Background: an optimization exercise with open tools, aiming at small area and a short achievable clock period. Do not read the settings as production practice. At most, simulation tests tie the RTL to the original design; equivalence was not proved.

==> inputs of try-willow <==
==> flow/design.v (excerpt) <==
module Unsigned_Array_Multiplier_32_Bit_Top (
    input         Clock_In,
    input         Enable_In,
    input  [31:0] Data_A_In,
    input  [31:0] Data_B_In,
    output [63:0] Multiplied_Result_Out
);
Settings: LEC_CHECK=0, CAP_MARGIN=20, CORE_MARGIN=2, CORE_UTILIZATION=55, SLEW_MARGIN=40, SYNTH_HIERARCHICAL=1, SYNTH_MINIMUM_KEEP_SIZE=0, TNS_END_PERCENT=10; clock period 12.0 ns.
standard.sh (not shown) runs the stock make flow with config.mk's settings and CLKGATE_MAP_FILE= SYNTH_SCRIPT=/design/flow/synth_recipe.tcl, a recipe that flattens the netlist after the stock synthesis.
==> flow/flow/run.sh <==
#!/bin/bash
# Own layout flow: the standard ORFS layout (standard.sh, with the standard
# synthesis unchanged) with two changes: the port buffers are buf_2 (instead of
# the default pick, a slow delay buffer), and after floorplanning the
# combinational cells that synthesis upsized are set back to drive 1
# (flow/downsize.tcl); placement's repair_design then fixes slew/capacitance.
# Clock tree synthesis runs without dummy loads (CTS_ARGS).
# Timing repair aims at a setup slack margin of 7.5 ns (a 4.5 ns period).
# make's full output goes to make.log in the work folder; ORFS's per-step logs
# stay in orfs/logs/.
set -euo pipefail
export BUFFER_PORTS_ARGS="-buffer_cell sky130_fd_sc_hd__buf_2"
export SETUP_SLACK_MARGIN=7.5
export CTS_ARGS="-sink_clustering_enable -repair_clock_nets -dont_use_dummy_load"
export POST_FLOORPLAN_TCL="$PWD/flow/downsize.tcl"
bash standard.sh finish > make.log 2>&1
==> flow/flow/downsize.tcl <==
set db [ord::get_db]
set block [ord::get_db_block]
set n 0
foreach inst [$block getInsts] {
  set m [[$inst getMaster] getName]
  if {![regexp {^(sky130_fd_sc_hd__([a-z0-9]+))_([0-9]+)$} $m -> base fn size]} { continue }
  if {$size eq "1" || $size eq "0"} { continue }
  if {[regexp {^(df|dl|sdf|edf|buf|clk|inv|dly|conb|tap|fill|decap|ha$|fa$|probe|lpflow)} $fn]} { continue }
  set new [$db findMaster "${base}_1"]
  if {$new eq "NULL"} { continue }
  $inst swapMaster $new
  incr n
}
puts "downsize.tcl: set $n cells to drive 1"
==> inputs of try-juniper, as changes to try-willow <==
==> flow/flow/run.sh (replaced) <==
#!/bin/bash
# Own layout flow: the standard ORFS layout (standard.sh, with the standard
# synthesis unchanged) with two changes: the port buffers are buf_2 (instead of
# the default pick, a slow delay buffer), and after floorplanning the
# combinational cells that synthesis upsized are set back to drive 1
# (flow/downsize.tcl); placement's repair_design then fixes slew/capacitance.
# Timing repair aims at a setup slack margin of 7.5 ns (a 4.5 ns period).
# make's full output goes to make.log in the work folder; ORFS's per-step logs
# stay in orfs/logs/.
set -euo pipefail
export BUFFER_PORTS_ARGS="-buffer_cell sky130_fd_sc_hd__buf_2"
export SETUP_SLACK_MARGIN=7.5
export POST_FLOORPLAN_TCL="$PWD/flow/downsize.tcl"
bash standard.sh finish > make.log 2>&1
==> comparison table <==
item	try-willow	try-juniper
Run status	timing/DRC/antenna clean	timing/DRC/antenna clean
Met2 Usage GRT	0.5472	0.5466
Worst setup margin	7403 ps	7361 ps
Highest routing layer actually used	met4	met5
Global-route track usage on met1	0.4513	0.4518
Layout non-clock buf frac	0.05694	0.05407
Arrival time of the worst setup path	2200 ps	2240 ps
Area of combinational cells with multiple inputs	21970 um^2	21860 um^2
Non-clock buffers	238	235
Post-layout min period	4597 ps	4639 ps
Layout fillers	5203	5172
Fraction of area in registers	0.1788	0.1778
Normalized max-slew margin	0.4467	0.4464
Sequential cell area	5580 um^2	5568 um^2
M1 wire length	41.54 mm	41.27 mm

---

==> nickel <==
Unsigned_Array_Multiplier_32_Bit_Top, a different RTL version from the one above (not shown whole).
clock: 12.0 ns
lec_check: 0
cap_margin: 20
core_margin: 2
core_utilization: 60
slew_margin: 20
synth_hierarchical: 1
synth_minimum_keep_size: 0
run.sh (not shown) runs the stock make flow with config.mk's settings and CLKGATE_MAP_FILE= SYNTH_SCRIPT=/design/flow/synth_recipe.tcl, a recipe that flattens the netlist after the stock synthesis.
Stock flow here: none of the scripts above is used.
==> violet: changes against nickel <==
--- a/flow/design.v
+++ b/flow/design.v
@@ -1,17 +1,18 @@
 module Unsigned_Array_Multiplier_32_Bit (
     input  [31:0] a,
     input  [33:0] t,
     input  [10:0] s1,
     input  [10:0] s2,
     input  [10:0] s3,
     input  [10:0] s4,
     input  [9:0]  neg,
-    output [63:0] p
+    output [63:0] x,
+    output [63:0] y
 );
 wire pp1;
 wire pp2;
 wire pp3;
 wire pp4;
 wire pp5;
 wire pp6;
 wire pp7;
@@ -1779,21 +1780,18 @@
 mul_fa us1041 (.a(c1034), .b(s1039), .c(c1036), .s(s1041), .co(c1042));
 mul_fa us1043 (.a(1'b1), .b(pp348), .c(pp380), .s(s1043), .co(c1044));
 mul_ha us1045 (.a(c1040), .b(s1043), .s(s1045), .co(c1046));
 mul_fa us1047 (.a(1'b1), .b(pp349), .c(pp381), .s(s1047), .co(c1048));
 mul_ha us1049 (.a(c1044), .b(s1047), .s(s1049), .co(c1050));
 mul_fa us1051 (.a(ns350), .b(pp382), .c(c1048), .s(s1051), .co(c1052));
 mul_ha us1053 (.a(1'b1), .b(pp383), .s(s1053), .co(c1054));
 mul_ha us1055 (.a(1'b1), .b(pp384), .s(s1055), .co(c1056));
-wire [63:0] x = {c1054, s1053, c1050, c1046, s1045, c1038, c1032, s1031, c1020, c1012, s1011, c996, c986, s985, c966, c954, s953, c930, c916, s915, c888, c872, s871, c840, c822, s821, c786, c766, c746, c726, c708, c690, s689, c654, c636, s633, c600, c584, c568, c552, c538, c524, c510, c498, s495, c474, c464, c454, c444, c436, s433, c420, c414, s411, s405, c398, s395, s391, c388, c386, pp4, pp3, pp2, neg[0]};
-wire [63:0] y = {s1055, c1052, s1051, s1049, c1042, s1041, s1037, c1026, s1025, s1019, c1004, s1003, s995, c976, s975, s965, c942, s941, s929, c902, s901, s887, c856, s855, s839, c804, s803, s785, s765, s745, s725, s707, c672, s671, s653, s635, s617, s599, s583, s567, s551, s537, s523, s509, s497, s485, s473, s463, s453, s443, s435, s427, s419, s413, s407, s401, s397, s393, s389, s387, s385, 1'b0, 1'b0, pp1};
-wire [64:0] sum;
-mul_add64 fin (.x(x), .y(y), .p(sum));
-assign p = sum[63:0];
+assign x = {c1054, s1053, c1050, c1046, s1045, c1038, c1032, s1031, c1020, c1012, s1011, c996, c986, s985, c966, c954, s953, c930, c916, s915, c888, c872, s871, c840, c822, s821, c786, c766, c746, c726, c708, c690, s689, c654, c636, s633, c600, c584, c568, c552, c538, c524, c510, c498, s495, c474, c464, c454, c444, c436, s433, c420, c414, s411, s405, c398, s395, s391, c388, c386, pp4, pp3, pp2, neg[0]};
+assign y = {s1055, c1052, s1051, s1049, c1042, s1041, s1037, c1026, s1025, s1019, c1004, s1003, s995, c976, s975, s965, c942, s941, s929, c902, s901, s887, c856, s855, s839, c804, s803, s785, s765, s745, s725, s707, c672, s671, s653, s635, s617, s599, s583, s567, s551, s537, s523, s509, s497, s485, s473, s463, s453, s443, s435, s427, s419, s413, s407, s401, s397, s393, s389, s387, s385, 1'b0, 1'b0, pp1};
 endmodule
 module mul_add64 (input [63:0] x, input [63:0] y, output [64:0] p);
 wire [63:0] g0, p0;
 mul_ha h0 (.a(x[0]), .b(y[0]), .s(p0[0]), .co(g0[0]));
 mul_ha h1 (.a(x[1]), .b(y[1]), .s(p0[1]), .co(g0[1]));
 mul_ha h2 (.a(x[2]), .b(y[2]), .s(p0[2]), .co(g0[2]));
 mul_ha h3 (.a(x[3]), .b(y[3]), .s(p0[3]), .co(g0[3]));
 mul_ha h4 (.a(x[4]), .b(y[4]), .s(p0[4]), .co(g0[4]));
@@ -2478,33 +2476,37 @@
 wire [10:0] S1_In, S2_In, S3_In, S4_In;
 wire [9:0]  Neg_In;
 reg  [10:0] S1_Reg, S2_Reg, S3_Reg, S4_Reg;
 reg  [9:0]  Neg_Reg;
 wire [33:0] Triple_In;
 reg  [33:1] Triple_Reg;
 mul_booth_enc Booth_Enc_Inst (.b(Data_B_In), .en(Enable_In), .s1(S1_In), .s2(S2_In), .s3(S3_In), .s4(S4_In), .neg(Neg_In));
 mul_add3a Triple_Inst (.x({1'b0, Data_A_In}), .y({Data_A_In, 1'b0}), .p(Triple_In));
-reg  [63:0] Result_Reg;
-wire [63:0] Product;
+reg  [63:0] Sum_Reg, Carry_Reg;
+wire [63:0] Sum, Carry;
 always @ (posedge Clock_In)
     begin
         Data_A_Reg <= Data_A_In;
         S1_Reg     <= S1_In;
         S2_Reg     <= S2_In;
         S3_Reg     <= S3_In;
         S4_Reg     <= S4_In;
         Neg_Reg    <= Neg_In;
         Triple_Reg <= Triple_In[33:1];
-        Result_Reg <= Product;
+        Sum_Reg    <= Sum;
+        Carry_Reg  <= Carry;
     end
 Unsigned_Array_Multiplier_32_Bit Unsigned_Array_Multiplier_32_Bit_Inst (
     .a (Data_A_Reg),
     .t ({Triple_Reg, Data_A_Reg[0]}),
     .s1 (S1_Reg),
     .s2 (S2_Reg),
     .s3 (S3_Reg),
     .s4 (S4_Reg),
     .neg (Neg_Reg),
-    .p (Product)
+    .x (Sum),
+    .y (Carry)
 );
-assign Multiplied_Result_Out = Result_Reg;
+wire [64:0] Result_Sum;
+mul_add64 Final_Add_Inst (.x(Sum_Reg), .y(Carry_Reg), .p(Result_Sum));
+assign Multiplied_Result_Out = Result_Sum[63:0];
 endmodule
Settings changed: SLEW_MARGIN 20 to 70.
==> comparison table <==
item	nickel	violet
Result of the run	timing/DRC/antenna clean	timing/DRC/antenna clean
Met2 Resource Use GR	0.562	0.567
Worst reg-to-reg path cell count	19	10
Area taken by multi-input logic gates	0.0223 mm²	0.0224 mm²
Max H-tree Level	4	1
Share of cells above drive strength 1	0.194	0.210
Die height	221 µm	230 µm
Critical Path Sink	Result_Reg[63]	Multiplied_Result_Out[63]
Core area	0.0466 mm²	0.0502 mm²
Clock period minus final worst setup slack	7.23 ns	7.66 ns
Post-synthesis to final-layout area growth	4.16%	4.81%
Path length in cells of the critical path	19	17
Kind of end point of the critical path	flip-flop	primary output
No run of this note included a check of the RTL's function; only the layout flow was run.

-- port drivers added, routing unchanged --
No port has a modelled driver above. Below, the same layouts with a new extraction and two added sets of constraints. Step 1 assumes that a clkbuf_16 drives the clock port and a buf_2 every other input. Step 2 adds t to the input delays and takes it off the output delays; t is the mean of the earliest and latest rising clock arrival at the registers after step 1. Input paths then give back, and output paths get back, about the clock's delay inside the block. a / b / c = ideal ports / drivers / drivers and shift; a / b = the first two.
| run | t (ns) | setup slack, ns | hold slack, ns | slew at the worst register clock pin (ns) | worst data-port slew with drivers (ns) |
|---|---|---|---|---|---|
| try-willow | 0.635 | 7.403 / 7.346 / 7.285 | 0.841 / 0.841 / 0.841 | 0.06 / 0.06 | 0.05 |
| try-juniper | 0.663 | 7.361 / 7.304 / 7.298 | 0.834 / 0.834 / 0.834 | 0.07 / 0.07 | 0.05 |
| nickel | 0.566 | 4.765 / 4.765 / 4.765 | 1.115 / 1.115 / 1.115 | 0.09 / 0.09 | 0.08 |
| violet | 0.649 | 4.340 / 4.278 / 4.927 | 0.595 / 0.595 / 0.595 | 0.06 / 0.06 | 0.09 |
After both steps setup and hold are still met in every run listed. The setup slack of try-willow, which loses most, moves by -0.057 ns with the drivers and by -0.118 ns with both steps.
